What follows belongs to an exercise in optimizing a design on an open flow for small area, a short achievable clock period and few clock cycles per item; a production flow would make more cautious choices. At most, simulation tests tie the RTL to the original design; equivalence was not proved. The RTL of run 1 was laid out without a check of its function. Power figures rest on the tool's default switching activity, not on a simulated workload.

<file path="flow/run.sh">
#!/bin/bash
# The standard layout, with two changes: Yosys's synth runs without its quick
# internal abc pass (so the full adders extract without inverters; the final
# abc mapping still runs), and the port buffers are plain buffer cells.
set -euo pipefail
export SYNTH_ARGS="-noabc"
export BUFFER_PORTS_ARGS="-buffer_cell sky130_fd_sc_hd__buf_2"
bash standard.sh finish > standard_flow.log 2>&1
</file>
<file path="design.v">
`default_nettype none
module systolic_pe(
  clk, reset, cntrl,
  i_stb, o_stb, i_busy, o_busy,
  data_in, weight_in, acc_in,
  acc_out, data_out, weight_out
);
  input wire clk;
  input wire reset;
  input wire cntrl;
  input wire i_stb;
  input wire i_busy;
  input wire [7:0] data_in;
  input wire [7:0] weight_in;
  input wire [31:0] acc_in;
  output wire [31:0] acc_out;
  output wire [7:0] data_out;
  output wire [7:0] weight_out;
  output wire o_stb;
  output wire o_busy;
  reg valid;
  wire load = ~valid | ~i_busy;
  always @(posedge clk) begin
    if (reset) valid <= 1'b0;
    else if (load) valid <= i_stb;
  end
  assign o_stb  = valid;
  assign o_busy = valid;
  wire pp0_0 = data_in[0] & weight_in[0];
  wire pp0_1 = data_in[0] & weight_in[1];
  wire pp0_2 = data_in[0] & weight_in[2];
  wire pp0_3 = data_in[0] & weight_in[3];
  wire pp0_4 = data_in[0] & weight_in[4];
  wire pp0_5 = data_in[0] & weight_in[5];
  wire pp0_6 = data_in[0] & weight_in[6];
  wire pp0_7 = data_in[0] & weight_in[7];
  wire pp1_0 = data_in[1] & weight_in[0];
  wire pp1_1 = data_in[1] & weight_in[1];
  wire pp1_2 = data_in[1] & weight_in[2];
  wire pp1_3 = data_in[1] & weight_in[3];
  wire pp1_4 = data_in[1] & weight_in[4];
  wire pp1_5 = data_in[1] & weight_in[5];
  wire pp1_6 = data_in[1] & weight_in[6];
  wire pp1_7 = data_in[1] & weight_in[7];
  wire pp2_0 = data_in[2] & weight_in[0];
  wire pp2_1 = data_in[2] & weight_in[1];
  wire pp2_2 = data_in[2] & weight_in[2];
  wire pp2_3 = data_in[2] & weight_in[3];
  wire pp2_4 = data_in[2] & weight_in[4];
  wire pp2_5 = data_in[2] & weight_in[5];
  wire pp2_6 = data_in[2] & weight_in[6];
  wire pp2_7 = data_in[2] & weight_in[7];
  wire pp3_0 = data_in[3] & weight_in[0];
  wire pp3_1 = data_in[3] & weight_in[1];
  wire pp3_2 = data_in[3] & weight_in[2];
  wire pp3_3 = data_in[3] & weight_in[3];
  wire pp3_4 = data_in[3] & weight_in[4];
  wire pp3_5 = data_in[3] & weight_in[5];
  wire pp3_6 = data_in[3] & weight_in[6];
  wire pp3_7 = data_in[3] & weight_in[7];
  wire pp4_0 = data_in[4] & weight_in[0];
  wire pp4_1 = data_in[4] & weight_in[1];
  wire pp4_2 = data_in[4] & weight_in[2];
  wire pp4_3 = data_in[4] & weight_in[3];
  wire pp4_4 = data_in[4] & weight_in[4];
  wire pp4_5 = data_in[4] & weight_in[5];
  wire pp4_6 = data_in[4] & weight_in[6];
  wire pp4_7 = data_in[4] & weight_in[7];
  wire pp5_0 = data_in[5] & weight_in[0];
  wire pp5_1 = data_in[5] & weight_in[1];
  wire pp5_2 = data_in[5] & weight_in[2];
  wire pp5_3 = data_in[5] & weight_in[3];
  wire pp5_4 = data_in[5] & weight_in[4];
  wire pp5_5 = data_in[5] & weight_in[5];
  wire pp5_6 = data_in[5] & weight_in[6];
  wire pp5_7 = data_in[5] & weight_in[7];
  wire pp6_0 = data_in[6] & weight_in[0];
  wire pp6_1 = data_in[6] & weight_in[1];
  wire pp6_2 = data_in[6] & weight_in[2];
  wire pp6_3 = data_in[6] & weight_in[3];
  wire pp6_4 = data_in[6] & weight_in[4];
  wire pp6_5 = data_in[6] & weight_in[5];
  wire pp6_6 = data_in[6] & weight_in[6];
  wire pp6_7 = data_in[6] & weight_in[7];
  wire pp7_0 = data_in[7] & weight_in[0];
  wire pp7_1 = data_in[7] & weight_in[1];
  wire pp7_2 = data_in[7] & weight_in[2];
  wire pp7_3 = data_in[7] & weight_in[3];
  wire pp7_4 = data_in[7] & weight_in[4];
  wire pp7_5 = data_in[7] & weight_in[5];
  wire pp7_6 = data_in[7] & weight_in[6];
  wire pp7_7 = data_in[7] & weight_in[7];
  wire ha0_s = acc_in[5] ^ pp0_5;
  wire ha0_c = acc_in[5] & pp0_5;
  wire fa0_s = acc_in[6] ^ pp0_6 ^ pp1_5;
  wire fa0_c = (acc_in[6] & pp0_6) | (acc_in[6] & pp1_5) | (pp0_6 & pp1_5);
  wire ha1_s = pp2_4 ^ pp3_3;
  wire ha1_c = pp2_4 & pp3_3;
  wire fa1_s = acc_in[7] ^ pp0_7 ^ pp1_6;
  wire fa1_c = (acc_in[7] & pp0_7) | (acc_in[7] & pp1_6) | (pp0_7 & pp1_6);
  wire fa2_s = pp2_5 ^ pp3_4 ^ pp4_3;
  wire fa2_c = (pp2_5 & pp3_4) | (pp2_5 & pp4_3) | (pp3_4 & pp4_3);
  wire ha2_s = pp5_2 ^ pp6_1;
  wire ha2_c = pp5_2 & pp6_1;
  wire fa3_s = acc_in[8] ^ pp1_7 ^ pp2_6;
  wire fa3_c = (acc_in[8] & pp1_7) | (acc_in[8] & pp2_6) | (pp1_7 & pp2_6);
  wire fa4_s = pp3_5 ^ pp4_4 ^ pp5_3;
  wire fa4_c = (pp3_5 & pp4_4) | (pp3_5 & pp5_3) | (pp4_4 & pp5_3);
  wire ha3_s = pp6_2 ^ pp7_1;
  wire ha3_c = pp6_2 & pp7_1;
  wire fa5_s = acc_in[9] ^ pp2_7 ^ pp3_6;
  wire fa5_c = (acc_in[9] & pp2_7) | (acc_in[9] & pp3_6) | (pp2_7 & pp3_6);
  wire fa6_s = pp4_5 ^ pp5_4 ^ pp6_3;
  wire fa6_c = (pp4_5 & pp5_4) | (pp4_5 & pp6_3) | (pp5_4 & pp6_3);
  wire fa7_s = acc_in[10] ^ pp3_7 ^ pp4_6;
  wire fa7_c = (acc_in[10] & pp3_7) | (acc_in[10] & pp4_6) | (pp3_7 & pp4_6);
  wire ha4_s = acc_in[3] ^ pp0_3;
  wire ha4_c = acc_in[3] & pp0_3;
  wire fa8_s = acc_in[4] ^ pp0_4 ^ pp1_3;
  wire fa8_c = (acc_in[4] & pp0_4) | (acc_in[4] & pp1_3) | (pp0_4 & pp1_3);
  wire ha5_s = pp2_2 ^ pp3_1;
  wire ha5_c = pp2_2 & pp3_1;
  wire fa9_s = pp1_4 ^ pp2_3 ^ pp3_2;
  wire fa9_c = (pp1_4 & pp2_3) | (pp1_4 & pp3_2) | (pp2_3 & pp3_2);
  wire fa10_s = pp4_1 ^ pp5_0 ^ ha0_s;
  wire fa10_c = (pp4_1 & pp5_0) | (pp4_1 & ha0_s) | (pp5_0 & ha0_s);
  wire fa11_s = pp4_2 ^ pp5_1 ^ pp6_0;
  wire fa11_c = (pp4_2 & pp5_1) | (pp4_2 & pp6_0) | (pp5_1 & pp6_0);
  wire fa12_s = ha0_c ^ ha1_s ^ fa0_s;
  wire fa12_c = (ha0_c & ha1_s) | (ha0_c & fa0_s) | (ha1_s & fa0_s);
  wire fa13_s = pp7_0 ^ ha1_c ^ ha2_s;
  wire fa13_c = (pp7_0 & ha1_c) | (pp7_0 & ha2_s) | (ha1_c & ha2_s);
  wire fa14_s = fa0_c ^ fa1_s ^ fa2_s;
  wire fa14_c = (fa0_c & fa1_s) | (fa0_c & fa2_s) | (fa1_s & fa2_s);
  wire fa15_s = ha2_c ^ ha3_s ^ fa1_c;
  wire fa15_c = (ha2_c & ha3_s) | (ha2_c & fa1_c) | (ha3_s & fa1_c);
  wire fa16_s = fa2_c ^ fa3_s ^ fa4_s;
  wire fa16_c = (fa2_c & fa3_s) | (fa2_c & fa4_s) | (fa3_s & fa4_s);
  wire fa17_s = pp7_2 ^ ha3_c ^ fa3_c;
  wire fa17_c = (pp7_2 & ha3_c) | (pp7_2 & fa3_c) | (ha3_c & fa3_c);
  wire fa18_s = fa4_c ^ fa5_s ^ fa6_s;
  wire fa18_c = (fa4_c & fa5_s) | (fa4_c & fa6_s) | (fa5_s & fa6_s);
  wire fa19_s = pp5_5 ^ pp6_4 ^ pp7_3;
  wire fa19_c = (pp5_5 & pp6_4) | (pp5_5 & pp7_3) | (pp6_4 & pp7_3);
  wire fa20_s = fa5_c ^ fa6_c ^ fa7_s;
  wire fa20_c = (fa5_c & fa6_c) | (fa5_c & fa7_s) | (fa6_c & fa7_s);
  wire fa21_s = acc_in[11] ^ pp4_7 ^ pp5_6;
  wire fa21_c = (acc_in[11] & pp4_7) | (acc_in[11] & pp5_6) | (pp4_7 & pp5_6);
  wire fa22_s = pp6_5 ^ pp7_4 ^ fa7_c;
  wire fa22_c = (pp6_5 & pp7_4) | (pp6_5 & fa7_c) | (pp7_4 & fa7_c);
  wire fa23_s = acc_in[12] ^ pp5_7 ^ pp6_6;
  wire fa23_c = (acc_in[12] & pp5_7) | (acc_in[12] & pp6_6) | (pp5_7 & pp6_6);
  wire ha6_s = acc_in[2] ^ pp0_2;
  wire ha6_c = acc_in[2] & pp0_2;
  wire fa24_s = pp1_2 ^ pp2_1 ^ pp3_0;
  wire fa24_c = (pp1_2 & pp2_1) | (pp1_2 & pp3_0) | (pp2_1 & pp3_0);
  wire fa25_s = pp4_0 ^ ha4_c ^ ha5_s;
  wire fa25_c = (pp4_0 & ha4_c) | (pp4_0 & ha5_s) | (ha4_c & ha5_s);
  wire fa26_s = ha5_c ^ fa8_c ^ fa9_s;
  wire fa26_c = (ha5_c & fa8_c) | (ha5_c & fa9_s) | (fa8_c & fa9_s);
  wire fa27_s = fa9_c ^ fa11_s ^ fa10_c;
  wire fa27_c = (fa9_c & fa11_s) | (fa9_c & fa10_c) | (fa11_s & fa10_c);
  wire fa28_s = fa11_c ^ fa13_s ^ fa12_c;
  wire fa28_c = (fa11_c & fa13_s) | (fa11_c & fa12_c) | (fa13_s & fa12_c);
  wire fa29_s = fa13_c ^ fa15_s ^ fa14_c;
  wire fa29_c = (fa13_c & fa15_s) | (fa13_c & fa14_c) | (fa15_s & fa14_c);
  wire fa30_s = fa15_c ^ fa17_s ^ fa16_c;
  wire fa30_c = (fa15_c & fa17_s) | (fa15_c & fa16_c) | (fa17_s & fa16_c);
  wire fa31_s = fa19_s ^ fa17_c ^ fa18_c;
  wire fa31_c = (fa19_s & fa17_c) | (fa19_s & fa18_c) | (fa17_c & fa18_c);
  wire fa32_s = fa19_c ^ fa21_s ^ fa22_s;
  wire fa32_c = (fa19_c & fa21_s) | (fa19_c & fa22_s) | (fa21_s & fa22_s);
  wire fa33_s = pp7_5 ^ fa21_c ^ fa23_s;
  wire fa33_c = (pp7_5 & fa21_c) | (pp7_5 & fa23_s) | (fa21_c & fa23_s);
  wire fa34_s = acc_in[13] ^ pp6_7 ^ pp7_6;
  wire fa34_c = (acc_in[13] & pp6_7) | (acc_in[13] & pp7_6) | (pp6_7 & pp7_6);
  wire ha7_s = acc_in[1] ^ pp0_1;
  wire ha7_c = acc_in[1] & pp0_1;
  wire fa35_s = pp1_1 ^ pp2_0 ^ ha6_s;
  wire fa35_c = (pp1_1 & pp2_0) | (pp1_1 & ha6_s) | (pp2_0 & ha6_s);
  wire fa36_s = ha6_c ^ ha4_s ^ fa24_s;
  wire fa36_c = (ha6_c & ha4_s) | (ha6_c & fa24_s) | (ha4_s & fa24_s);
  wire fa37_s = fa24_c ^ fa8_s ^ fa25_s;
  wire fa37_c = (fa24_c & fa8_s) | (fa24_c & fa25_s) | (fa8_s & fa25_s);
  wire fa38_s = fa25_c ^ fa10_s ^ fa26_s;
  wire fa38_c = (fa25_c & fa10_s) | (fa25_c & fa26_s) | (fa10_s & fa26_s);
  wire fa39_s = fa26_c ^ fa12_s ^ fa27_s;
  wire fa39_c = (fa26_c & fa12_s) | (fa26_c & fa27_s) | (fa12_s & fa27_s);
  wire fa40_s = fa14_s ^ fa27_c ^ fa28_s;
  wire fa40_c = (fa14_s & fa27_c) | (fa14_s & fa28_s) | (fa27_c & fa28_s);
  wire fa41_s = fa16_s ^ fa28_c ^ fa29_s;
  wire fa41_c = (fa16_s & fa28_c) | (fa16_s & fa29_s) | (fa28_c & fa29_s);
  wire fa42_s = fa18_s ^ fa29_c ^ fa30_s;
  wire fa42_c = (fa18_s & fa29_c) | (fa18_s & fa30_s) | (fa29_c & fa30_s);
  wire fa43_s = fa20_s ^ fa30_c ^ fa31_s;
  wire fa43_c = (fa20_s & fa30_c) | (fa20_s & fa31_s) | (fa30_c & fa31_s);
  wire fa44_s = fa20_c ^ fa32_s ^ fa31_c;
  wire fa44_c = (fa20_c & fa32_s) | (fa20_c & fa31_c) | (fa32_s & fa31_c);
  wire fa45_s = fa22_c ^ fa33_s ^ fa32_c;
  wire fa45_c = (fa22_c & fa33_s) | (fa22_c & fa32_c) | (fa33_s & fa32_c);
  wire fa46_s = fa23_c ^ fa34_s ^ fa33_c;
  wire fa46_c = (fa23_c & fa34_s) | (fa23_c & fa33_c) | (fa34_s & fa33_c);
  wire fa47_s = acc_in[14] ^ pp7_7 ^ fa34_c;
  wire fa47_c = (acc_in[14] & pp7_7) | (acc_in[14] & fa34_c) | (pp7_7 & fa34_c);
  wire [16:0] row0 = {1'b0, fa47_c, fa46_c, fa45_c, fa44_c, fa43_c, fa42_c, fa41_c, fa40_c, fa39_c, fa38_c, fa37_c, fa36_c, fa35_c, ha7_c, pp1_0, acc_in[0]};
  wire [16:0] row1 = {1'b0, acc_in[15], fa47_s, fa46_s, fa45_s, fa44_s, fa43_s, fa42_s, fa41_s, fa40_s, fa39_s, fa38_s, fa37_s, fa36_s, fa35_s, ha7_s, pp0_0};
  wire top = row0[16] | row1[16];
  reg [7:0]  data_r;
  reg [7:0]  weight_r;
  reg [15:0] acc_hi_r;
  wire [5:0] sum_lo = row0[4:0] + row1[4:0];
  reg  [4:0] sum_lo_r;
  reg  [16:5] row0_r;
  reg  [15:5] row1_r;
  reg  cin_r;
  always @(posedge clk) begin
    if (load) begin
      data_r   <= data_in;
      weight_r <= weight_in;
      acc_hi_r <= acc_in[31:16];
      sum_lo_r <= sum_lo[4:0];
      cin_r    <= sum_lo[5];
      row0_r   <= {top, row0[15:5]};
      row1_r   <= row1[15:5];
    end
  end
  wire [12:0] mid = {row0_r[15:5], cin_r} + {row1_r[15:5], cin_r};
  wire inc = mid[12] | row0_r[16];
  wire [15:0] all1;
  assign all1[0] = 1'b1;
  assign all1[1] = &acc_hi_r[0:0];
  assign all1[2] = &acc_hi_r[1:0];
  assign all1[3] = &acc_hi_r[2:0];
  assign all1[4] = &acc_hi_r[3:0];
  assign all1[5] = &acc_hi_r[4:0];
  assign all1[6] = &acc_hi_r[5:0];
  assign all1[7] = &acc_hi_r[6:0];
  assign all1[8] = &acc_hi_r[7:0];
  assign all1[9] = &acc_hi_r[8:0];
  assign all1[10] = &acc_hi_r[9:0];
  assign all1[11] = &acc_hi_r[10:0];
  assign all1[12] = &acc_hi_r[11:0];
  assign all1[13] = &acc_hi_r[12:0];
  assign all1[14] = &acc_hi_r[13:0];
  assign all1[15] = &acc_hi_r[14:0];
  wire [15:0] hi = acc_hi_r ^ (all1 & {16{inc}});
  assign acc_out    = {hi, mid[11:1], sum_lo_r};
  assign data_out   = data_r;
  assign weight_out = weight_r;
endmodule
</file>
<file path="constraint.sdc">
create_clock -name core_clock -period 5.0 [get_ports {clk}]
set_input_delay 1.0000 -clock core_clock [delete_from_list [all_inputs] [get_ports {clk}]]
set_output_delay 1.0000 -clock core_clock [all_outputs]
set_load 0.01 [all_outputs]
</file>
<file path="standard.sh">
#!/bin/bash
# synth_recipe.tcl (not shown) runs the flow's synth.tcl, then flattens the netlist and writes it again
# the make line also repeats each setting of config.mk as NAME=value (left out here)
make -C /OpenROAD-flow-scripts/flow DESIGN_CONFIG=/design/flow/config.mk WORK_HOME=/design/flow/orfs CLKGATE_MAP_FILE= SYNTH_SCRIPT=/design/flow/synth_recipe.tcl "${@:-finish}"
</file>
<file path="config.mk">
export PLATFORM = sky130hd
export DESIGN_NAME = systolic_pe
export DESIGN_NICKNAME = systolic_pe
export VERILOG_FILES = /design/flow/design.v
export SDC_FILE = /design/flow/constraint.sdc
export NUM_CORES = 4
export LEC_CHECK = 0
export CAP_MARGIN = 20
export CORE_MARGIN = 2
export CORE_UTILIZATION = 40
export SETUP_SLACK_MARGIN = 0
export SLEW_MARGIN = 20
</file>
==> notes.md, run 1 <==
Outcome:
- The flow ran to the end and the layout has no timing, DRC or antenna violations.

STA:
- The worst path setup slack after routing is 0.967 ns.
- The final-report max-slew violation count was 0.
- Timing would allow up to ~250 MHz.
- Setup repair after global routing left no endpoint under its margin.
- Setup violations remaining at the end of the flow were counted as 0.
- The smallest clock period supported by the final layout is computed as 4.03 ns.
- The minimum hold slack is about 0.55 ns.
- Measured against its own limit, the worst slew margin works out to 34.5%.
- Across the routed clock network, the largest skew measured is ~0.017 ns.
- The aggregate negative setup slack is 0 ns.
- The share of the cycle needed by the critical path after routing is 80.7%.
- At the pin with the least slew margin, the transition time is about 0.98 ns.
- The final-report hold violation count is 0.

Yosys:
- The share of flip-flops with an asynchronous set or reset is 0%.
- The cell count after synthesis is 307.
- The flip-flop and latch count after synthesis is between 60 and 70.
- Sorting the synthesized cells by how often they occur yields and2_1 (65), edfxtp_1 (60), fa_1 (50), ha_1 (25), xor2_1 (16).
- The synthesized design devotes to its leading area cell type 42.0% of total area.
- The number of warnings reported in the yosys synthesis log is 1.
- Yosys mapped a number of flops with a built-in enable equal to 60.
- After synthesis, the largest family of logic cells by area is adder cells.
- After synthesis, the cell types taking the most area are edfxtp_1 (42%), fa_1 (23%), and2_1 (9.5%), ha_1 (7.3%), xor2_1 (3.3%).
- The number of distinct library cells after synthesis is 35.
- The area fraction in compound gates after synthesis is 5.95%.
- The biggest area contributor in the post-synthesis netlist is edfxtp_1.
- After synthesis, the share of cell area in mux cells is 0%.
- After synthesis the cells add up to 0.00429 sq mm.
- The adder and majority gate portion of the synthesized area is 30.6%.
- The share of the Yosys chip area taken by registers is between 40% and 50%.
- The average cell area after synthesis is around 14 sq um.
- The xor/xnor share of the synthesized area is roughly 5.7%.
- The most numerous cell in the Yosys netlist is and2_1.
- The area fraction in and, or, nand and nor cells after synthesis is 14.6%.
- The number of nets handed over by synthesis was 435.
- The most used flip-flop cell after synthesis is edfxtp_1.

Clock network:
- The buffer cell driving the clock tree root is clkbuf_8.
- The clock reaches the later pin of the worst-skew pair after about 0.35 ns.
- Counting the buffers created by CTS gives 9.
- The clock transition time at the flip-flop clock pins of the worst setup and hold paths is 0.09 ns.
- The maximum level of the CTS H-tree is 3.
- Buffers inserted to repair hold after CTS numbered 0.
- Post-CTS repair changed the size of 0 cells.
- The maximum buffer depth of the clock tree is 2.
- TritonCTS built the clock tree.
- The number of post-CTS setup repair buffers is 0.
- The total clock sinks is 61.

GRT:
- The first global-routing pass estimated 14200 um of wire.
- The global routing usage on met2 is 25.2%.
- The fraction of met1 tracks used by global routing is 22.2%.
- The global route total overflow is 0.
- In this run the most used layer during global routing was met2.
- The number of antenna violations at the first check in global routing is 0.
- The number of global-route vias before repair came to ~2900.
- The global-route met3 utilization is 3.63%.
- The pin count of the biggest net entering global routing is 42.
- The total track usage is 16.3%.

Worst setup path:
- The data arrival time of the critical path is 3.03 ns.
- The endpoint required time on the critical path is ~4.0 ns.
- The largest individual stage delay along the critical path comes from the cell fa_1.
- The worst setup path is captured at an output pin.
- STA classifies the critical path startpoint as a flip-flop.
- The delay of the slowest cell on the worst path is approximately 0.5 ns.
- The start-to-end type of the worst setup path is reg2out.
- In this run the worst path has a maximum fanout of 11.
- The signal on the critical path passes through fa_1 -> a211oi_2 -> nor3_2 -> nor4_1 -> o31a_1 -> inv_1 -> ha_1 -> xor2_1 -> buf_2.

Pwr:
- The cell area power density is around 440 mW/mm^2.
- The design draws 2.30 mW.
- Across the VDD grid, the largest voltage drop is 0.000223 V.
- The leakage power summed over all cells is between 2 and 2.5 nW.

Drt:
- After detailed routing, the total wire length is 8640 um.
- Dividing the detail-routed wire length by the instance count gives between 15 and 20 um.
- The iteration-0 DRC count of the detailed router is 69.
- In the routed design, unresolved DRC markers number 0.
- Once detail routing completed, the nets flagged for antenna violations numbered 0.
- The average via count per standard cell is 4.86.
- The detailed-routing iteration count for the pre-antenna-repair pass is 4.
- The total vias in the final route is 2714.

Job:
- The max-capacitance violation count is 0.

Floorplan:
- 103 I/O pins were placed.
- The die footprint is 0.0116 sq mm.
- The overall die width is around 110 um.
- The vertical die dimension is 108 um.
- The starting utilization of the core area is roughly two fifths.
- The site row count is 37.
- In this run the standard cell core region covers 0.0104 sq mm.

Finish:
- The growth of design area from synthesis to finish is 21.0%.
- The count of cells in the finished layout, fillers not included, comes to 559.
- The number of diodes added for antenna fixing is 0.
- The fraction of final layout cells sized beyond drive strength 1 is 29.8%.
- At the end of the flow, the number of nets in the layout was between 500 and 600.

Placement:
- The congestion estimate from routability-driven global placement came to 0.809.
- At the placement stage, the worst setup path has a slack of 1.35 ns.
- Buffers placed on the I/O ports in this run total 101.
- Once placement completed, the tool counted placed cells totaling ~540.
- The wire-length estimate of the detail-placed layout is about 6600 um.

Hold path:
- The tightest min-delay check is of the reg2reg type.
cells in the final DEF, fill, tap and decap left out, drive strengths merged:
cell type / n
xnor2: 12
a21oi: 11
xor2: 16
nand3: 5
and2: 65
inv: 2
clkinvlp: 3
a31o: 1
clkbuf: 11
nor4: 3
nor2: 8
nor4b: 1
a41oi: 1
nand4: 2
bufinv: 2
nor3b: 2
nor2b: 2
nand2b: 2
buf: 102
o31a: 1
o31ai: 1
a21o: 7
nor3: 4
dfxtp: 1
o21a: 2
nand2: 12
fa: 50
ha: 25
edfxtp: 60
o21bai: 2
and4: 1
o21ai: 3
a2111oi: 2
a211oi: 1
logic make-up (layout without fill, tap and decap cells):
group,Yosys count,after routing
buffers and inverters,4,120
AO/OA/AOI/OAI,32,32
adder cells (fa/ha/maj),75,75
AND/OR/NAND/NOR,107,107
XOR/XNOR,28,28
flip-flops,61,61
stage by stage:
stage | util, % | area (sq um)
global placement | 47.8 | 4950
CTS | 50.0 | 5190
global route | 50.0 | 5190
floorplan | - | 4290
finish | 50.0 | 5190
detailed placement | 47.8 | 4950
area by class of cell:
cell class                      count  area, sq um
Sequential cell                    61         1820
Timing Repair Buffer              102          513
Inverter                            2         7.51
Clock inverter                      5         82.6
Tap cell                          136          170
Fill cell                         961         5180
Multi-Input combinational cell    242         2440
Clock buffer                       11          151
critical path, delay by kind of cell (launching register included):
kind                       cells  cell delay (ns)
AOI/OAI and AO/OA              2             0.83
adders and majority gates      2             0.71
DFF                            1             0.42
and+or+nand+nor                2             0.36
buffers and inverters          2             0.23
xor gates and xnor gates       1             0.14
power breakdown:
group          switching [mW]  total [mW]  internal [mW]
registers              0.0356       0.730          0.695
logic                   0.589        1.06          0.470
clock network           0.207       0.515          0.308
total                   0.832        2.30           1.47
registers in the layout (all words and copies together), names as in the netlist:
register	flops
acc_hi_r	16
cin_r	1
row0_r	11
sum_lo_r	5
data_r	8
weight_r	8
row1_r	11
valid	1
final timing paths:
check / end / cells past startpoint / slack, ns / start
min reg2reg: valid / 2 / 0.55 / valid
min: valid / 2 / 0.55 / valid
max reg2reg: weight_r[4] / 2 / 3.18 / valid
max: acc_out[17] / 9 / 0.97 / row0_r[0]
per-layer routing:
layer  wire length, um  vias to the layer above
met5                 0                        -
met4               156                        0
met3               325                       12
met2              4080                       66
met1              4080                     1336
li1                  -                     1300
==> run 2, diff against run 1 <==
--- a/design.v
+++ b/design.v
@@ -208,24 +208,24 @@
   reg [7:0]  data_r;
   reg [7:0]  weight_r;
   reg [15:0] acc_hi_r;
-  wire [5:0] sum_lo = row0[4:0] + row1[4:0];
-  reg  [4:0] sum_lo_r;
-  reg  [16:5] row0_r;
-  reg  [15:5] row1_r;
+  wire [7:0] sum_lo = row0[6:0] + row1[6:0];
+  reg  [6:0] sum_lo_r;
+  reg  [16:7] row0_r;
+  reg  [15:7] row1_r;
   reg  cin_r;
   always @(posedge clk) begin
     if (load) begin
       data_r   <= data_in;
       weight_r <= weight_in;
       acc_hi_r <= acc_in[31:16];
-      sum_lo_r <= sum_lo[4:0];
-      cin_r    <= sum_lo[5];
-      row0_r   <= {top, row0[15:5]};
-      row1_r   <= row1[15:5];
+      sum_lo_r <= sum_lo[6:0];
+      cin_r    <= sum_lo[7];
+      row0_r   <= {top, row0[15:7]};
+      row1_r   <= row1[15:7];
     end
   end
-  wire [12:0] mid = {row0_r[15:5], cin_r} + {row1_r[15:5], cin_r};
-  wire inc = mid[12] | row0_r[16];
+  wire [10:0] mid = {row0_r[15:7], cin_r} + {row1_r[15:7], cin_r};
+  wire inc = mid[10] | row0_r[16];
   wire [15:0] all1;
   assign all1[0] = 1'b1;
   assign all1[1] = &acc_hi_r[0:0];
@@ -244,7 +244,7 @@
   assign all1[14] = &acc_hi_r[13:0];
   assign all1[15] = &acc_hi_r[14:0];
   wire [15:0] hi = acc_hi_r ^ (all1 & {16{inc}});
-  assign acc_out    = {hi, mid[11:1], sum_lo_r};
+  assign acc_out    = {hi, mid[9:1], sum_lo_r};
   assign data_out   = data_r;
   assign weight_out = weight_r;
 endmodule
==> run 2 against run 1 <==
Still clean; core utilization down 0.54 points; sequential share of layout area is 0.32 points lower; synthesized area decreased by 2.8%; wire length is 4.0% lower; non-clock buffer count did not move; worst setup slack better by 0.26 ns; critical path depth fell by 1; via count unchanged; clock power increased by 1%; register-to-register slack better by 0.46 ns; critical endpoint unchanged; highest routed layer unchanged.
==> notes.md, run 2 <==
Outcome:
- The flow ran to the end and the layout has no timing, DRC or antenna violations.

Clock network:
- The insertion delay to the later sink of the worst-skew pair is 0.34 ns (about the same).
- The number of post-CTS setup repair buffers is 0 (unchanged).
- The CTS tree is done.
- The total clock sinks is 59 (-3.3%).
- CTS placed an instance of clkbuf_8 at the clock tree root.
- The number of buffers inserted during clock tree synthesis is 9 (unchanged).
- The cts-stage hold buffer count is 0 (unchanged).
- The post-cts sizing count is 0 (unchanged).
- The clock transition time at the flip-flop clock pins of the worst setup and hold paths is 0.07 ns (-0.02 ns).
- The maximum level of the CTS H-tree is 3 (unchanged).
- The maximum buffer depth of the clock tree is 2 (unchanged).

Placement:
- The area of placed instances is 0.00482 sq mm (-2.6%).
- The setup slack at placement came to 1.17 ns (-0.172 ns).
- The number of placed instances, taps included is 539 (-0.74%).
- The number of buffer cells added on primary ports is 101 (unchanged).
- The total half-perimeter wirelength after legalization and detailed placement is 6540 um (-0.63%).
- The global placement routability congestion came to 0.777 (-4.0%).

Yosys:
- In the post-synthesis netlist, the cell with the most instances is and2_1.
- The sequential fraction of the synthesis area is 42.3% (-0.22 points).
- The cell count after synthesis was 306 (-0.33%).
- The net count of the mapped netlist is 434 (-0.23%).
- The largest area contributor in the netlist is edfxtp_1.
- The average cell area after synthesis was 13.6 sq um (-2.5%).
- The number of warnings reported in the yosys synthesis log was 1 (unchanged).
- The share of flip-flops with an asynchronous set or reset was 0% (unchanged).
- The top-area cell type share of the netlist area is 41.8% (-0.23 points).
- By count the netlist is led by and2_1 (64), edfxtp_1 (58), fa_1 (50), ha_1 (25), xnor2_1 (21).
- The number of enable flip-flop cells after synthesis is 58 (-3.3%).
- By area the synthesized netlist is led by edfxtp_1 (42%), fa_1 (24%), and2_1 (9.6%), ha_1 (7.5%), xnor2_1 (4.4%).
- The number of distinct library cells after synthesis is 30 (-14%).
- The cell area after synthesis is 0.00417 sq mm (-2.8%).
- Among all flip-flop cells after synthesis, the most frequent one is edfxtp_1.
- The flip-flop and latch count after synthesis is 59 (-3.3%).

Worst setup path:
- The data arrival time of the critical path was 2.77 ns (-0.26 ns).
- STA classifies the critical path endpoint as an output pin.
- The startpoint identified for the worst register-to-register timing path is valid.
- The critical path's slowest cell is nor2_1.
- The delay of the slowest cell on the worst path was 0.72 ns (+0.22 ns).
- Walking the worst path, the cells encountered are ha_1 -> a21oi_1 -> nand3_1 -> o21ai_0 -> nor2_1 -> ha_1 -> xor2_1 -> buf_2.
- The family with the most delay on the worst path is simple AND/OR/NAND/NOR gates.
- The count of cells along the worst register-to-register path is 2 (unchanged).
- The start-to-end type of the worst setup path is reg2out.
- The endpoint required time on the critical path is 4.00 ns (about the same).
- The endpoint identified for the worst register-to-register timing path is row0_r[4].
- Among the stages of the critical path, the cell type that occurs most often is ha_1.
- The maximum fanout encountered on the critical timing path came to 15 (+4).
- The setup slack of the worst register-to-register path is 3.64 ns (+0.46 ns).
- STA classifies the critical path startpoint as a flip-flop.
- The total buffers and inverters traversed by the critical path is 1 (-1).

Pwr:
- The overall power consumption was 2.18 mW (-5.3%).
- The switching power summed over all nets is 0.746 mW (-10%).
- The cell area power density is 431 mW/mm^2 (-3.0%).
- The leakage power summed over all cells is 2.21 nW (-2.5%).
- The peak ir drop on the vdd network is 0.000151 V (-32%).
- The cell internal power dissipation was 1.43 mW (-2.6%).
- The portion of total power attributed to sequential cells is 32.9% (+1.2 points).
- The combinational power share came to 43.2% (-2.8 points).
- The portion of total power attributed to the clock network is 23.9% (+1.6 points).
- The net switching share of the total power was 34.2% (-1.9 points).

GRT:
- The global route total overflow is 0 (unchanged).
- The number of global-route vias before repair is 2827 (-2.1%).
- The number of antenna violations at the first check in global routing is 0 (unchanged).
- The first-pass GRT wire length is 13600 um (-4.3%).
- The pin count of the biggest net entering global routing is 59 (+40%).
- The total track usage came to 15.7% (-0.58 points).

STA:
- The share of the cycle needed by the critical path after routing is 75.5% (-5.2 points).
- The shortest period the worst path allows came to 3.77 ns (-0.259 ns).
- The minimum hold slack was 0.547 ns (-0.00138 ns).
- The post-route clock skew came to 0.00791 ns (-0.00871 ns).
- The total of endpoints with negative setup slack in the final report was 0 (unchanged).
- The final-report hold violation count is 0 (unchanged).
- The final-report max-slew violation count is 0 (unchanged).
- The normalized max-slew margin is 37.6% (+3.1 points).
- The transition time at the pin with the least slew margin is 0.932 ns (-0.0465 ns).
- The aggregate negative setup slack was 0 ns (unchanged).
- The worst path setup slack after routing was 1.23 ns (+0.259 ns).
- Setup repair after global routing left no endpoint under its margin.
- The highest clock rate was 265 MHz (+6.9%).

Finish:
- In the layout the commonest cells are buf_2 (101), and2_1 (64), edfxtp_1 (58), fa_1 (50), ha_1 (25).
- The fraction of final layout cells sized beyond drive strength 1 is 29.1% (-0.67 points).
- The growth of design area from synthesis to finish is 21.5%.
- The register with the most flip-flops in the final layout is acc_hi_r.
- The number of flip-flops under the largest register name came to 16 (unchanged).
- The leading cell type in the layout, fill and taps excluded is buf_2.
- The post-layout instance area is 0.00506 sq mm (-2.4%).
- The number of diodes added for antenna fixing is 0 (unchanged).
- The count of nets after finishing is 542 (-0.73%).
- In the final layout, the registers with the most flip-flops are acc_hi_r x16, row0_r x9, row1_r x9.
- The utilization of the core after routing is 49.5% (-0.54 points).
- The count of non-filler cells in the finished layout came to 555 (-0.72%).

Drt:
- The detailed-routing iteration count for the pre-antenna-repair pass was 4 (unchanged).
- The post-route antenna net violation count is 0 (unchanged).
- The average via count per standard cell was 4.89 (+0.72%).
- The final wirelength is 8290 um (-4.0%).
- The total vias in the final route is 2714 (unchanged).
- The iteration-0 DRC count of the detailed router is 135 (+96%).
- The remaining routing DRC violations is 0 (unchanged).
- The wire length per cell after detailed routing came to 14.9 um (-3.3%).

Floorplan:
- The die footprint is 0.0113 sq mm (-2.7%).
- The vertical die dimension was 106 um (-1.4%).
- The number of top-level pins came to 103 (unchanged).
- The overall die width is 106 um (-1.4%).
- The starting utilization of the core area was 40.7% (-0.61 points).
- The area of the core is 0.0102 sq mm (-1.3%).
- The site row count is 37 (unchanged).

Hold path:
- The startpoint identified for the worst hold timing path is valid.
- The number of stages on the worst hold path is 2 (unchanged).
- The path class of the tightest hold or removal check is reg2reg.
- The path with the worst hold slack has its endpoint at valid.

Job:
- The max-capacitance violation count came to 0 (unchanged).
==> run 2: worst max path at each step <==
stage	to	slack, ns	cells past startpoint	start
after floorplan	sum_lo_r[5]	1.46	7	data_in[1]
after global placement	sum_lo_r[5]	1.19	8	data_in[1]
after detailed placement	sum_lo_r[5]	1.17	8	data_in[1]
after CTS	acc_out[17]	1.20	8	row0_r[7]
after global routing	acc_out[17]	0.96	8	row0_r[7]
final	acc_out[17]	1.23	8	row0_r[7]
==> run 2: cell families (layout without fill, tap and decap cells) <==
logic type / after synthesis / in the layout / share of synthesized area [%]
simple gates: 112 / 112 / 15.8
fa+ha+maj: 75 / 75 / 31.5
flops: 59 / 59 / 42.3
compound gates: 28 / 28 / 4.17
xor+xnor: 26 / 26 / 5.46
buf+inv: 6 / 119 / 0.780
==> run 2: worst reg2reg max path: stages, from the launching register on <==
cell	delay (ns)
dfxtp_1	0.34
nand2_2	0.06
buf_4	0.55
==> run 2: power groups by stage <==
stage          clock, mW  combinational (mW)  sequential (mW)
2_1_floorplan          0               0.627            0.736
6_report           0.522               0.942            0.717
4_1_cts            0.537               0.954            0.719
3_5_place_dp           0               0.950            0.729
3_3_place_gp           0               0.928            0.726
5_1_grt            0.560                1.07            0.728
==> run 2: layer usage <==
layer	share of wire, %	global-route usage, %	routed length, um
met1	46	21.6	3810
met2	46	24.8	3850
met4	1.5	5.73	126
met3	6.0	3.25	499
met5	0	0	0
==> run 2: area by class of cell <==
class | instances | area [sq um]
tap | 136 | 170
sequential | 59 | 1760
clock inverter | 7 | 115
multi-input combinational | 241 | 2380
fill | 916 | 5170
clock buffer | 9 | 124
inverter | 1 | 3.75
timing repair buffer | 102 | 513
Testbench counts of run 2, summed over its fixed seeds: cycles 2,056, items 2,048.
==> run 3, diff against run 2 <==
--- a/flow/run.sh
+++ b/flow/run.sh
@@ -4,5 +4,6 @@
 # abc mapping still runs), and the port buffers are plain buffer cells.
 set -euo pipefail
 export SYNTH_ARGS="-noabc"
-export BUFFER_PORTS_ARGS="-buffer_cell sky130_fd_sc_hd__buf_2"
+export BUFFER_PORTS_ARGS="-buffer_cell sky130_fd_sc_hd__buf_1"
+export CTS_ARGS="-sink_clustering_enable -repair_clock_nets -dont_use_dummy_load"
 bash standard.sh finish > standard_flow.log 2>&1
--- a/config.mk
+++ b/config.mk
@@ -8,5 +8,5 @@
 export CAP_MARGIN = 20
 export CORE_MARGIN = 2
 export CORE_UTILIZATION = 40
-export SETUP_SLACK_MARGIN = 0
+export SETUP_SLACK_MARGIN = 1.5
 export SLEW_MARGIN = 20
==> run 3 against run 2 <==
Still clean; sequential power barely moved; via count shrank 1.4%; worst hold slack improved by 0.0054 ns; sequential share of layout area up 1.3 points; combinational power is essentially flat; wire length increased by 0.75%; clock skew is 0.020 ns higher; synthesized area stayed put; critical endpoint is now sum_lo_r[5]; cell area shrank 3.7%; synthesized cell count stayed put; clock power is 39% lower.
==> notes.md, run 3 <==
Pwr:
- The portion of total power attributed to sequential cells came to 36.2% (+3.3 points).
- The net switching share of the total power is 37.0% (+2.8 points).
- The cell area power density was 406 mW/mm^2 (-5.8%).
- The switching power summed over all nets is 0.733 mW (-1.8%).
- The peak ir drop on the vdd network is 0.000175 V (+16%).
- The combinational power share is 47.6% (+4.4 points).
- The portion of total power attributed to the clock network was 16.1% (-7.8 points).
- The leakage power summed over all cells is 1.91 nW (-13%).
- The cell internal power dissipation is 1.25 mW (-13%).
- The overall power consumption is 1.98 mW (-9.2%).

Worst setup path:
- The instance count on the critical path is 8 (unchanged).
- The critical path's slowest cell is fa_1.
- The data arrival time of the critical path was 3.51 ns (+0.74 ns).
- The delay of the slowest cell on the worst path came to 0.56 ns (-0.16 ns).
- The launching element of the worst setup path is data_in[3].
- The worst setup path is launched from a primary input.
- The total buffers and inverters traversed by the critical path is 1 (unchanged).
- The endpoint of the worst register-to-register path is sum_lo_r[3].
- The maximum fanout encountered on the critical timing path is 9 (-6).
- The cell repeated most along the worst path is fa_1.
- The family with the most delay on the worst path is adder cells.
- The startpoint of the most critical register-to-register path is valid.
- Traced cell by cell, the critical path runs through buf_2 -> and2_4 -> fa_1 -> fa_1 -> fa_1 -> ha_1 -> or2_4 -> o21a_1.
- The critical path in this run is classified as in2reg.
- The count of cells along the worst register-to-register path came to 2 (unchanged).
- The endpoint required time on the critical path was 5.08 ns (+1.08 ns).
- The kind of end point of the critical path is a flip-flop.
- The capture point of the worst path is sum_lo_r[5].
- The setup slack of the worst register-to-register path is 3.44 ns (-0.20 ns).

Placement:
- The number of placed instances, taps included is 539 (unchanged).
- The global placement routability congestion was 0.773 (-0.48%).
- The total half-perimeter wirelength after legalization and detailed placement is 6630 um (+1.5%).
- The number of buffer cells added on primary ports is 101 (unchanged).

Finish:
- The number of flip-flops under the largest register name is 16 (unchanged).
- The count of non-filler cells in the finished layout is 549 (-1.1%).
- The growth of design area from synthesis to finish is 17.1%.
- The number of diodes added for antenna fixing is 0 (unchanged).
- The library cells used most frequently in the layout, excluding fill and tap cells, are buf_1 (92), and2_1 (63), edfxtp_1 (58), fa_1 (50), ha_1 (25).
- The fraction of final layout cells sized beyond drive strength 1 is 7.26% (-22 points).
- The register containing the most flip-flops in the final layout is acc_hi_r.
- The utilization of the core after routing is 47.7% (-1.8 points).
- The leading cell type in the layout, fill and taps excluded is buf_1.
- The count of nets after finishing is 543 (+0.18%).
- The largest registers in the layout are acc_hi_r x16, row0_r x9, row1_r x9.

STA:
- The minimum hold slack is 0.552 ns (+0.00540 ns).
- The shortest period the worst path allows came to 3.43 ns (-0.340 ns).
- The final-report hold violation count came to 0 (unchanged).
- The aggregate negative setup slack is 0 ns (unchanged).
- The final-report max-slew violation count was 0 (unchanged).
- The total of endpoints with negative setup slack in the final report is 0 (unchanged).
- The normalized max-slew margin is 64.5% (+27 points).
- The share of the cycle needed by the critical path after routing was 68.7% (-6.8 points).
- Setup repair after global routing could not meet its margin everywhere.
- The transition time at the pin with the least slew margin is 0.533 ns (-0.399 ns).
- The post-route clock skew is 0.0278 ns (+0.0199 ns).
- The highest clock rate is 291 MHz (+9.9%).

Floorplan:
- The starting utilization of the core area is 40.7% (unchanged).
- The site row count is 37 (unchanged).
- The overall die width is 106 um (unchanged).
- The number of top-level pins is 103 (unchanged).
- The vertical die dimension is 106 um (unchanged).
- The area of the core is 0.0102 sq mm (unchanged).
- The die footprint is 0.0113 sq mm (unchanged).

Clock network:
- The CTS tree is done.
- The clock transition time at the flip-flop clock pins of the worst setup and hold paths came to 0.05 ns (-0.02 ns).
- The number of buffers inserted during clock tree synthesis is 9 (unchanged).
- The tree is rooted in a clkbuf_8.
- The maximum buffer depth of the clock tree was 2 (unchanged).
- The insertion delay to the later sink of the worst-skew pair is 0.35 ns (about the same).
- The total clock sinks is 59 (unchanged).
- The maximum level of the CTS H-tree is 3 (unchanged).

Drt:
- The total vias in the final route was 2675 (-1.4%).
- The average via count per standard cell is 4.87 (-0.36%).
- The iteration-0 DRC count of the detailed router came to 152 (+13%).
- The detailed-routing iteration count for the pre-antenna-repair pass is 4 (unchanged).
- The final wirelength is 8350 um (+0.75%).
- The wire length per cell after detailed routing was 15.2 um (+1.8%).
- The post-route antenna net violation count is 0 (unchanged).
- The remaining routing DRC violations is 0 (unchanged).

Yosys:
- The top-area cell type share of the netlist area is 41.8% (unchanged).
- The average cell area after synthesis is 13.6 sq um (unchanged).
- The number of warnings reported in the yosys synthesis log is 1 (unchanged).
- By count the netlist is led by and2_1 (64), edfxtp_1 (58), fa_1 (50), ha_1 (25), xnor2_1 (21).
- The number of distinct library cells after synthesis was 30 (unchanged).
- The cell area after synthesis is 0.00417 sq mm (unchanged).
- The net count of the mapped netlist is 434 (unchanged).
- The cell count after synthesis is 306 (unchanged).
- Summed over all instances, the cell type with the most area after synthesis is edfxtp_1.
- The flip-flop and latch count after synthesis came to 59 (unchanged).
- The most used flip-flop cell after synthesis is edfxtp_1.
- The sequential fraction of the synthesis area came to 42.3% (unchanged).
- The share of flip-flops with an asynchronous set or reset is 0% (unchanged).
- The number of enable flip-flop cells after synthesis is 58 (unchanged).
- By area the synthesized netlist is led by edfxtp_1 (42%), fa_1 (24%), and2_1 (9.6%), ha_1 (7.5%), xnor2_1 (4.4%).
- Yosys instantiated no cell more often than and2_1.

GRT:
- The number of global-route vias before repair is 2804 (-0.81%).
- The number of antenna violations at the first check in global routing came to 0 (unchanged).
- The first-pass GRT wire length is 13800 um (+1.3%).
- The total track usage is 16.1% (+0.37 points).
- The pin count of the biggest net entering global routing was 43 (-27%).
- The global route total overflow came to 0 (unchanged).

Job:
- The max-capacitance violation count is 0 (unchanged).

Outcome:
- The run finished with no timing, DRC or antenna violations.

Hold path:
- The path class of the tightest hold or removal check is reg2reg.
- The number of stages on the worst hold path is 2 (unchanged).
-- run 3: cell counts after synthesis --
Identical to the previous run, type by type.
-- run 3: cell type report --
class,instances,area (sq um)
clock buffer,9,124
multi-input combinational,241,2400
fill,980,5350
tap,136,170
inverter,1,3.75
sequential,59,1760
timing repair buffer,103,418
-- run 3: worst register-to-register path: stages (launching register included) --
cell and delay, ns:
dfxtp_1 0.34, nand2_2 0.31, buf_4 0.54
-- run 3: kinds of logic after synthesis --
kind of cell             after synthesis  share of synthesized area [%]
adder cells (fa/ha/maj)               75                           31.5
flip-flops                            59                           42.3
XOR/XNOR                              26                           5.46
AND/OR/NAND/NOR                      112                           15.8
AO/OA/AOI/OAI                         28                           4.17
buffers and inverters                  6                          0.780
-- run 3: metal layers --
layer | routed length [um] | share of wire (%) | GRT usage (%) | up-vias
met2 | 3910 | 47 | 25.9 | 69
li1 | - | - | - | 1285
met3 | 422 | 5.1 | 3.80 | 7
met4 | 106 | 1.3 | 5.36 | 0
met5 | 0 | 0 | 0 | -
met1 | 3910 | 47 | 21.6 | 1314
-- run 3: worst min path at each step --
| stage | startpoint | endpoint | slack, ns |
|---|---|---|---|
| 2_1_floorplan | valid | valid | 0.55 |
| 3_3_place_gp | valid | valid | 0.54 |
| 3_5_place_dp | valid | valid | 0.55 |
| 4_1_cts | valid | valid | 0.56 |
| 5_1_grt | valid | valid | 0.60 |
| 6_report | valid | valid | 0.55 |
-- run 3: what timing repair did --
| action | 4_1_cts | 5_1_grt |
|---|---|---|
| gates resized for setup | 9 | 5 |
| setup endpoints to repair | 17 | 11 |
| pin swaps | 0 | 4 |
| buffers inserted | 0 | 1 |
| hold buffers | 0 | 0 |
-- run 3: power by group through the flow --
stage	Clock, mW	Sequential (mW)	Combinational [mW]
after floorplan	0	0.736	0.632
after global placement	0	0.726	0.891
after detailed placement	0	0.729	0.916
after CTS	0.334	0.719	0.932
after global routing	0.353	0.727	1.07
final	0.319	0.717	0.943
-- run 3: stage by stage --
stage | cell area, sq um | setup slack, ns
detailed placement | 4700 | 1.05
CTS | 4850 | 1.53
floorplan | 4170 | 1.46
global placement | 4700 | 1.07
finish | 4880 | 1.57
global route | 4880 | 1.47
==> run 4, diff against run 3 <==
--- a/config.mk
+++ b/config.mk
@@ -5,6 +5,7 @@
 export SDC_FILE = /design/flow/constraint.sdc
 export NUM_CORES = 4
 export LEC_CHECK = 0
+export ABC_AREA = 1
 export CAP_MARGIN = 20
 export CORE_MARGIN = 2
 export CORE_UTILIZATION = 40
==> run 4 against run 3 <==
Still clean on timing, DRC and antenna; synthesized cell count increased by 58%; sequential cell count unchanged; fmax increased by 1.1%; critical endpoint is now sum_lo_r[6]; largest cell class unchanged; highest routed layer unchanged.
==> notes.md, run 4 <==
Outcome:
- The flow ran to the end and the layout has no timing, DRC or antenna violations.

Drt:
- The met3 wirelength from detailed routing came to 471 um (+12%).
- The routed wire length on met2 is 4710 um (+20%).
- The final wirelength came to 9640 um (+15%).
- The detailed router used layers up to and including met4.
- The iteration-0 DRC count of the detailed router came to 200 (+32%).
- The post-route antenna net violation count is 0 (unchanged).
- The total vias in the final route came to 3397 (+27%).
- The routed metal-1 wirelength was 4430 um (+13%).
- The average via count per standard cell is 4.72 (-3.0%).
- The wire length per cell after detailed routing is 13.4 um (-12%).
- The remaining routing DRC violations was 0 (unchanged).
- The detailed-routing iteration count for the pre-antenna-repair pass is 4 (unchanged).

STA:
- The normalized max-slew margin is 55.1% (-9.4 points).
- Setup repair after global routing could not meet its margin everywhere.
- The aggregate negative setup slack is 0 ns (unchanged).
- The final-report max-slew violation count is 0 (unchanged).
- The highest clock rate is 294 MHz (+1.1%).
- The share of the cycle needed by the critical path after routing is 67.9% (-0.75 points).
- The final-report hold violation count came to 0 (unchanged).
- The worst path setup slack after routing is 1.60 ns (+0.0374 ns).
- The post-route clock skew is 0.0100 ns (-0.0178 ns).
- The total of endpoints with negative setup slack in the final report is 0 (unchanged).
- The shortest period the worst path allows is 3.40 ns (-0.0374 ns).
- The transition time at the pin with the least slew margin came to 0.671 ns (+0.138 ns).

Worst setup path:
- The total buffers and inverters traversed by the critical path is 3 (+2).
- The maximum fanout encountered on the critical timing path is 9 (unchanged).
- The start-to-end type of the worst setup path is in2reg.
- The critical path goes through clkbuf_2 -> nand2_1 -> inv_1 -> fa_1 -> fa_1 -> fa_1 -> ha_4 -> nand2_1 -> inv_1 -> nand4_1 -> nand3_1 -> xor2_1.
- The family with the most delay on the worst path is adder cells.
- STA classifies the critical path startpoint as a primary input.
- Among all stages on the critical path, the largest delay is contributed by fa_1.
- The setup slack of the worst register-to-register path is 3.32 ns (-0.12 ns).
- The delay of the slowest cell on the worst path was 0.55 ns (about the same).
- By instance count, the cell type seen most on the critical path is fa_1.
- The data arrival time of the critical path is 3.47 ns (-0.04 ns).
- The worst setup path is captured at a flip-flop.
- The endpoint required time on the critical path came to 5.07 ns (about the same).

Placement:
- The global placement routability congestion came to 0.857 (+11%).
- The setup slack at placement is 1.15 ns (+0.107 ns).
- The total half-perimeter wirelength after legalization and detailed placement was 7530 um (+14%).
- The number of buffer cells added on primary ports is 101 (unchanged).

Clock network:
- The maximum buffer depth of the clock tree is 2 (unchanged).
- The number of buffers inserted during clock tree synthesis came to 9 (unchanged).
- The cts-stage hold buffer count is 0 (unchanged).
- The maximum level of the CTS H-tree is 3 (unchanged).
- The tree is rooted in a clkbuf_16.
- The total clock sinks is 59 (unchanged).
- The clock transition time at the flip-flop clock pins of the worst setup and hold paths was 0.05 ns (about the same).
- The CTS tree is done.
- The insertion delay to the later sink of the worst-skew pair came to 0.32 ns (-0.03 ns).

Finish:
- The number of flip-flops under the largest register name is 16 (unchanged).
- The library cell used most frequently in the layout, excluding fill and tap cells, is nand2_1.
- The count of nets after finishing is 709 (+31%).
- The number of diodes added for antenna fixing is 0 (unchanged).
- The count of filler cells inserted in the layout is 1047 (+6.8%).
- acc_hi_r holds more flip-flops than any other register.
- In the final layout, the registers with the most flip-flops are acc_hi_r x16, row0_r x9, row1_r x9.
- Leaving out fill and tap cells, the most frequent cells in the layout are nand2_1 (147), inv_1 (98), buf_1 (90), edfxtp_1 (58), fa_1 (49).
- The fraction of final layout cells sized beyond drive strength 1 was 5.53% (-1.7 points).
- The growth of design area from synthesis to finish is 17.2%.
- The utilization of the core after routing is 48.7% (+0.97 points).

Yosys:
- The share of flip-flops with an asynchronous set or reset is 0% (unchanged).
- In the post-synthesis netlist, the cell with the most instances is nand2_1.
- For this run, the leading register cell type out of synthesis is edfxtp_1.
- The largest area contributor in the netlist is edfxtp_1.
- The number of warnings reported in the yosys synthesis log is 1 (unchanged).
- The cell area after synthesis is 0.00456 sq mm (+9.4%).
- The number of enable flip-flop cells after synthesis is 58 (unchanged).
- The average cell area after synthesis is 9.44 sq um (-31%).
- The number of distinct library cells after synthesis came to 22 (-27%).
- Yosys attributes the largest share of cell area to edfxtp_1 (38%), fa_1 (22%), nand2_1 (12%), inv_1 (8.1%), ha_1 (6.9%).
- In the synthesized netlist, the cells that appear most often are nand2_1 (148), inv_1 (98), edfxtp_1 (58), fa_1 (50), nand3_1 (28).
- The top-area cell type share of the netlist area was 38.2% (-3.6 points).
- The net count of the mapped netlist is 611 (+41%).
- The flip-flop and latch count after synthesis came to 59 (unchanged).
- The cell count after synthesis is 483 (+58%).
- The sequential fraction of the synthesis area is 38.6% (-3.6 points).

Pwr:
- The cell area power density is 418 mW/mm^2 (+3.1%).
- The peak ir drop on the vdd network came to 0.000164 V (-6.0%).
- The leakage power summed over all cells was 2.79 nW (+46%).

GRT:
- The total track usage is 16.2% (+0.079 points).
- The pin count of the biggest net entering global routing was 33 (-23%).
- The first-pass GRT wire length is 15900 um (+15%).
- The number of antenna violations at the first check in global routing came to 0 (unchanged).
- The global route total overflow is 0 (unchanged).
- The number of global-route vias before repair was 3373 (+20%).

Floorplan:
- The vertical die dimension is 111 um (+4.4%).
- The area of the core was 0.0110 sq mm (+7.3%).
- The overall die width was 111 um (+4.4%).
- The site row count is 38 (+2.7%).
- The starting utilization of the core area was 41.5% (+0.77 points).
- The number of top-level pins is 103 (unchanged).
- The die footprint is 0.0123 sq mm (+9.0%).

Hold path:
- In this run the worst hold path is classified as in2reg.

Job:
- The max-capacitance violation count came to 0 (unchanged).
## run 4: cell types whose count changed in the layout (fill, tap and decap cells not counted), sizes merged, moves of 7 or more
cell,delta
and2,-64
and3,-8
clkbuf,+7
inv,+97
nand2,+144
nand3,+19
xnor2,-17
## run 4: path summary, 6_finish.rpt
path              start          end  cells past startpoint
max          data_in[1]  sum_lo_r[6]                     12
min               reset        valid                      2
max reg2reg       valid    data_r[1]                      2
min reg2reg       valid        valid                      2
## run 4: area by class of cell
cell class	instances	area [sq um]	area share, %
multi-input combinational	307	2380	44.6
sequential	59	1760	33.0
timing repair buffer	106	430	8.05
inverter	98	368	6.88
clock buffer	9	225	4.21
tap	140	175	3.28
## run 4: cells by family after synthesis
kind of cell               Yosys count  share of synthesized area, %
and+or+nand+nor                    201                          17.8
buffers and inverters              118                          10.2
adders and majority gates           75                          28.8
DFF                                 59                          38.6
AOI/OAI and AO/OA                   19                          2.42
xor gates and xnor gates            11                          2.11
## run 4: timing repair
action,4_1_cts,5_1_grt
resized for setup,2,11
gates cloned,0,1
pin swaps,0,1
setup endpoints to repair,3,5
buffers inserted,0,3
## run 4: where the power goes
part / leakage [nW] / internal (mW) / switching, mW
combinational: 2.06 / 0.396 / 0.625
sequential: 0.616 / 0.680 / 0.0392
clock: 0.111 / 0.313 / 0.182
## run 4: per-stage QoR
step	instance area, sq um	total power [mW]	hold WS (ns)	cells
after floorplan	4590	1.45	1.07	483
after global placement	5060	1.71	1.04	706
after detailed placement	5060	1.73	1.07	706
after CTS	5300	2.25	0.826	715
after global routing	5340	2.44	0.835	719
final	5340	2.24	0.837	719
## run 4: metal layers
metal	vias up	track usage [%]
met5	-	0
met4	0	3.50
li1	1681	-
met2	97	27.2
met1	1613	21.2
met3	6	4.10
==> run 5, diff against run 4 <==
--- a/config.mk
+++ b/config.mk
@@ -5,9 +5,9 @@
 export SDC_FILE = /design/flow/constraint.sdc
 export NUM_CORES = 4
 export LEC_CHECK = 0
-export ABC_AREA = 1
 export CAP_MARGIN = 20
 export CORE_MARGIN = 2
 export CORE_UTILIZATION = 40
+export PLACE_DENSITY = 0.8
 export SETUP_SLACK_MARGIN = 1.5
 export SLEW_MARGIN = 20
==> run 5 against run 4 <==
Still clean; sequential share of layout area is 3.1 points higher; synthesized cell count decreased by 37%; register-to-register slack gained 0.32 ns; via count fell by 19%; non-clock buffer count down 3; fmax is 0.96% lower; critical path depth down 4; cell area decreased by 8.5%; largest power group unchanged; highest routed layer unchanged.
==> notes.md, run 5 <==
GRT:
- The total track usage is 15.9% (-0.27 points).
- The pin count of the biggest net entering global routing came to 59 (+79%).
- The global route total overflow is 0 (unchanged).
- The first-pass GRT wire length came to 13700 um (-13%).
- The number of global-route vias before repair came to 2912 (-14%).
- The number of antenna violations at the first check in global routing was 0 (unchanged).

Clock network:
- The total clock sinks is 59 (unchanged).
- The root buffer cell chosen for the clock tree is clkbuf_8.
- The CTS tree is done.
- The maximum buffer depth of the clock tree was 2 (unchanged).
- The clock transition time at the flip-flop clock pins of the worst setup and hold paths was 0.05 ns (about the same).
- The insertion delay to the later sink of the worst-skew pair is 0.35 ns (+0.03 ns).
- The maximum level of the CTS H-tree is 3 (unchanged).
- The number of buffers inserted during clock tree synthesis was 9 (unchanged).

Yosys:
- The cell area after synthesis came to 0.00417 sq mm (-8.6%).
- The number of distinct library cells after synthesis was 30 (+36%).
- The largest area contributor in the netlist is edfxtp_1.
- The flip-flop and latch count after synthesis is 59 (unchanged).
- By area the synthesized netlist is led by edfxtp_1 (42%), fa_1 (24%), and2_1 (9.6%), ha_1 (7.5%), xnor2_1 (4.4%).
- In the synthesized netlist, the cells that appear most often are and2_1 (64), edfxtp_1 (58), fa_1 (50), ha_1 (25), xnor2_1 (21).
- The number of warnings reported in the yosys synthesis log is 1 (unchanged).
- The cell count after synthesis is 306 (-37%).
- The most numerous cell in the Yosys netlist is and2_1.
- In the synthesized netlist the dominant register cell turns out to be edfxtp_1.
- The average cell area after synthesis is 13.6 sq um (+44%).
- The number of enable flip-flop cells after synthesis is 58 (unchanged).
- The share of flip-flops with an asynchronous set or reset is 0% (unchanged).
- The top-area cell type share of the netlist area was 41.8% (+3.6 points).
- The net count of the mapped netlist is 434 (-29%).
- The sequential fraction of the synthesis area was 42.3% (+3.6 points).

Worst setup path:
- The family with the most delay on the worst path is adder cells.
- The total buffers and inverters traversed by the critical path is 1 (-2).
- For this design, the slowest cell found on the critical path is fa_1.
- The endpoint required time on the critical path is 5.07 ns (about the same).
- The worst setup path is captured at a flip-flop.
- Walking the worst path, the cells encountered are buf_2 -> and2_4 -> fa_1 -> fa_1 -> fa_1 -> ha_1 -> or2_4 -> o21a_1.
- The data arrival time of the critical path is 3.50 ns (+0.03 ns).
- The critical path is of the in2reg type.
- Among the stages of the critical path, the cell type that occurs most often is fa_1.
- The delay of the slowest cell on the worst path is 0.56 ns (about the same).
- The type of element launching the critical path is a primary input.
- The maximum fanout encountered on the critical timing path came to 9 (unchanged).
- The setup slack of the worst register-to-register path is 3.64 ns (+0.32 ns).

Drt:
- The detailed-routing iteration count for the pre-antenna-repair pass is 4 (unchanged).
- The total vias in the final route is 2747 (-19%).
- The iteration-0 DRC count of the detailed router is 110 (-45%).
- The final wirelength is 8460 um (-12%).
- The wire length per cell after detailed routing is 15.4 um (+15%).
- The average via count per standard cell is 5.00 (+5.9%).
- The post-route antenna net violation count is 0 (unchanged).
- The remaining routing DRC violations was 0 (unchanged).

Placement:
- The total half-perimeter wirelength after legalization and detailed placement is 6780 um (-9.9%).
- The setup slack at placement was 1.08 ns (-0.0767 ns).
- The area of placed instances is 0.00470 sq mm (-7.1%).
- The global placement routability congestion is 0.824 (-3.8%).
- The number of buffer cells added on primary ports was 101 (unchanged).

Floorplan:
- The starting utilization of the core area is 40.7% (-0.77 points).
- The die footprint came to 0.0113 sq mm (-8.3%).
- The area of the core came to 0.0102 sq mm (-6.8%).
- The overall die width was 106 um (-4.2%).
- The number of top-level pins is 103 (unchanged).
- The vertical die dimension was 106 um (-4.2%).
- The site row count is 37 (-2.6%).

Finish:
- Counting flops per register, the top entry is acc_hi_r.
- The leading cell type in the layout, fill and taps excluded is buf_1.
- The growth of design area from synthesis to finish was 17.3% (about the same).
- The utilization of the core after routing is 47.8% (-0.88 points).
- The number of flip-flops under the largest register name is 16 (unchanged).
- The post-layout instance area was 0.00489 sq mm (-8.5%).
- The count of filler cells inserted in the layout is 896 (-14%).
- The number of diodes added for antenna fixing came to 0 (unchanged).
- The count of nets after finishing is 543 (-23%).
- Leaving out fill and tap cells, the most frequent cells in the layout are buf_1 (90), and2_1 (63), edfxtp_1 (58), fa_1 (50), ha_1 (24).
- The fraction of final layout cells sized beyond drive strength 1 was 8.23% (+2.7 points).
- The largest registers in the layout are acc_hi_r x16, row0_r x9, row1_r x9.

STA:
- The highest clock rate is 292 MHz (-0.96%).
- The shortest period the worst path allows is 3.43 ns (+0.0330 ns).
- The transition time at the pin with the least slew margin is 0.710 ns (+0.0391 ns).
- The final-report max-slew violation count is 0 (unchanged).
- The normalized max-slew margin is 52.7% (-2.4 points).
- The post-route clock skew is 0.0198 ns (+0.00980 ns).
- Setup repair after global routing could not meet its margin everywhere.
- The aggregate negative setup slack is 0 ns (unchanged).
- The share of the cycle needed by the critical path after routing was 68.6% (+0.66 points).
- The total of endpoints with negative setup slack in the final report is 0 (unchanged).
- The worst path setup slack after routing was 1.57 ns (-0.0330 ns).
- The final-report hold violation count is 0 (unchanged).
- The minimum hold slack came to 0.543 ns (-0.294 ns).

Pwr:
- The leakage power summed over all cells is 1.92 nW (-31%).
- The peak ir drop on the vdd network is 0.000128 V (-22%).
- The cell area power density came to 408 mW/mm^2 (-2.4%).

Hold path:
- The worst hold path belongs to the class reg2reg.

Outcome:
- The run finished with no timing, DRC or antenna violations.

Job:
- The max-capacitance violation count is 0 (unchanged).
## run 5: cell types whose count changed in the layout (fill, tap and decap cells not counted), sizes merged, moves of 3 or more
cell / previous run / this run
and2: 0 / 64
and3: 0 / 8
clkbuf: 19 / 15
inv: 98 / 1
nand2: 148 / 4
nand3: 30 / 11
nor2: 15 / 12
nor2b: 0 / 3
o21a: 0 / 4
o21ai: 1 / 5
xnor2: 4 / 21
## run 5: stage by stage
stage                     power, mW  std cells
after floorplan                1.37        306
after global placement         1.62        539
after detailed placement       1.66        539
after CTS                      1.99        548
after global routing           2.16        549
final                          2.00        549
## run 5: logic make-up after synthesis
group	share of synthesized area, %
and+or+nand+nor	15.8
buffers and inverters	0.780
DFF	42.3
AOI/OAI and AO/OA	4.17
xor gates and xnor gates	5.46
adders and majority gates	31.5
## run 5: cell type report
type / count / area, sq um / share of cell area, %
Clock buffer: 9 / 124 / 2.53
Inverter: 1 / 3.75 / 0.0768
Multi-Input combinational cell: 241 / 2410 / 49.3
Sequential cell: 59 / 1760 / 36.0
Tap cell: 136 / 170 / 3.48
Timing Repair Buffer: 103 / 420 / 8.60
## run 5: worst register-to-register path: stages (launching register included)
cell and delay [ns]:
dfxtp_1 0.33, nand2_2 0.06, buf_4 0.56
## run 5: power breakdown
| part | leakage [nW] | internal [mW] | switching, mW |
|---|---|---|---|
| logic | 1.24 | 0.415 | 0.552 |
| registers | 0.616 | 0.678 | 0.0418 |
| clock network | 0.0647 | 0.159 | 0.151 |
## run 5: layer usage
layer	GRT usage [%]	vias to the layer above	wire, um
li1	-	1287	-
met1	19.0	1371	3490
met3	4.48	12	432
met4	6.20	0	123
met2	27.2	77	4410
met5	0	-	0
## run 5: timing repair
item / in CTS / in global routing
pin swaps: 0 / 4
gates resized for setup: 8 / 10
hold buffers: 0 / 0
setup endpoints to repair: 17 / 20
buffers inserted: 0 / 1
## run 5: worst paths after layout
path                   start     endpoint  depth (start not counted)
hold / removal         valid        valid                          2
setup reg to reg       valid  sum_lo_r[1]                          2
hold reg to reg        valid        valid                          2
setup / recovery  data_in[3]  sum_lo_r[5]                          8

==> separate check: timing with driven ports <==
How much do the figures lean on ideal ports? The routed layouts below were timed once more, with nothing changed but the port constraints.
Step 1 sets driving cells, clkbuf_16 on the clock port and buf_2 on the other inputs (assumed; they add their load-dependent delay and slew).
Step 2 times the ports against the registers' clock, not the clock port: input delays grow and output delays shrink by t, the midpoint of the rising clock arrivals with the driver on.
a / b / c = ideal ports / drivers / drivers and shift; a / b = the first two.
run | shift t [ns] | setup slack, ns | hold WS [ns] | worst setup path after step 2 | slew at the worst register clock pin (ns)
run 1 | 0.379 | 0.967 / 0.932 / 1.310 | 0.548 / 0.548 / 0.548 | register to output | 0.09 / 0.09
run 2 | 0.364 | 1.226 / 1.196 / 1.171 | 0.547 / 0.547 / 0.547 | input to register | 0.07 / 0.07
run 3 | 0.362 | 1.566 / 1.579 / 1.217 | 0.552 / 0.552 / 0.552 | input to register | 0.08 / 0.08
run 4 | 0.349 | 1.603 / 1.614 / 1.265 | 0.837 / 0.827 / 1.021 | input to register | 0.05 / 0.05
run 5 | 0.360 | 1.570 / 1.579 / 1.219 | 0.543 / 0.543 / 0.543 | input to register | 0.08 / 0.08
After both steps setup and hold are still met in every run listed. For run 5, which loses most, drivers alone change the setup slack by +0.009 ns; drivers and shift together by -0.351 ns.
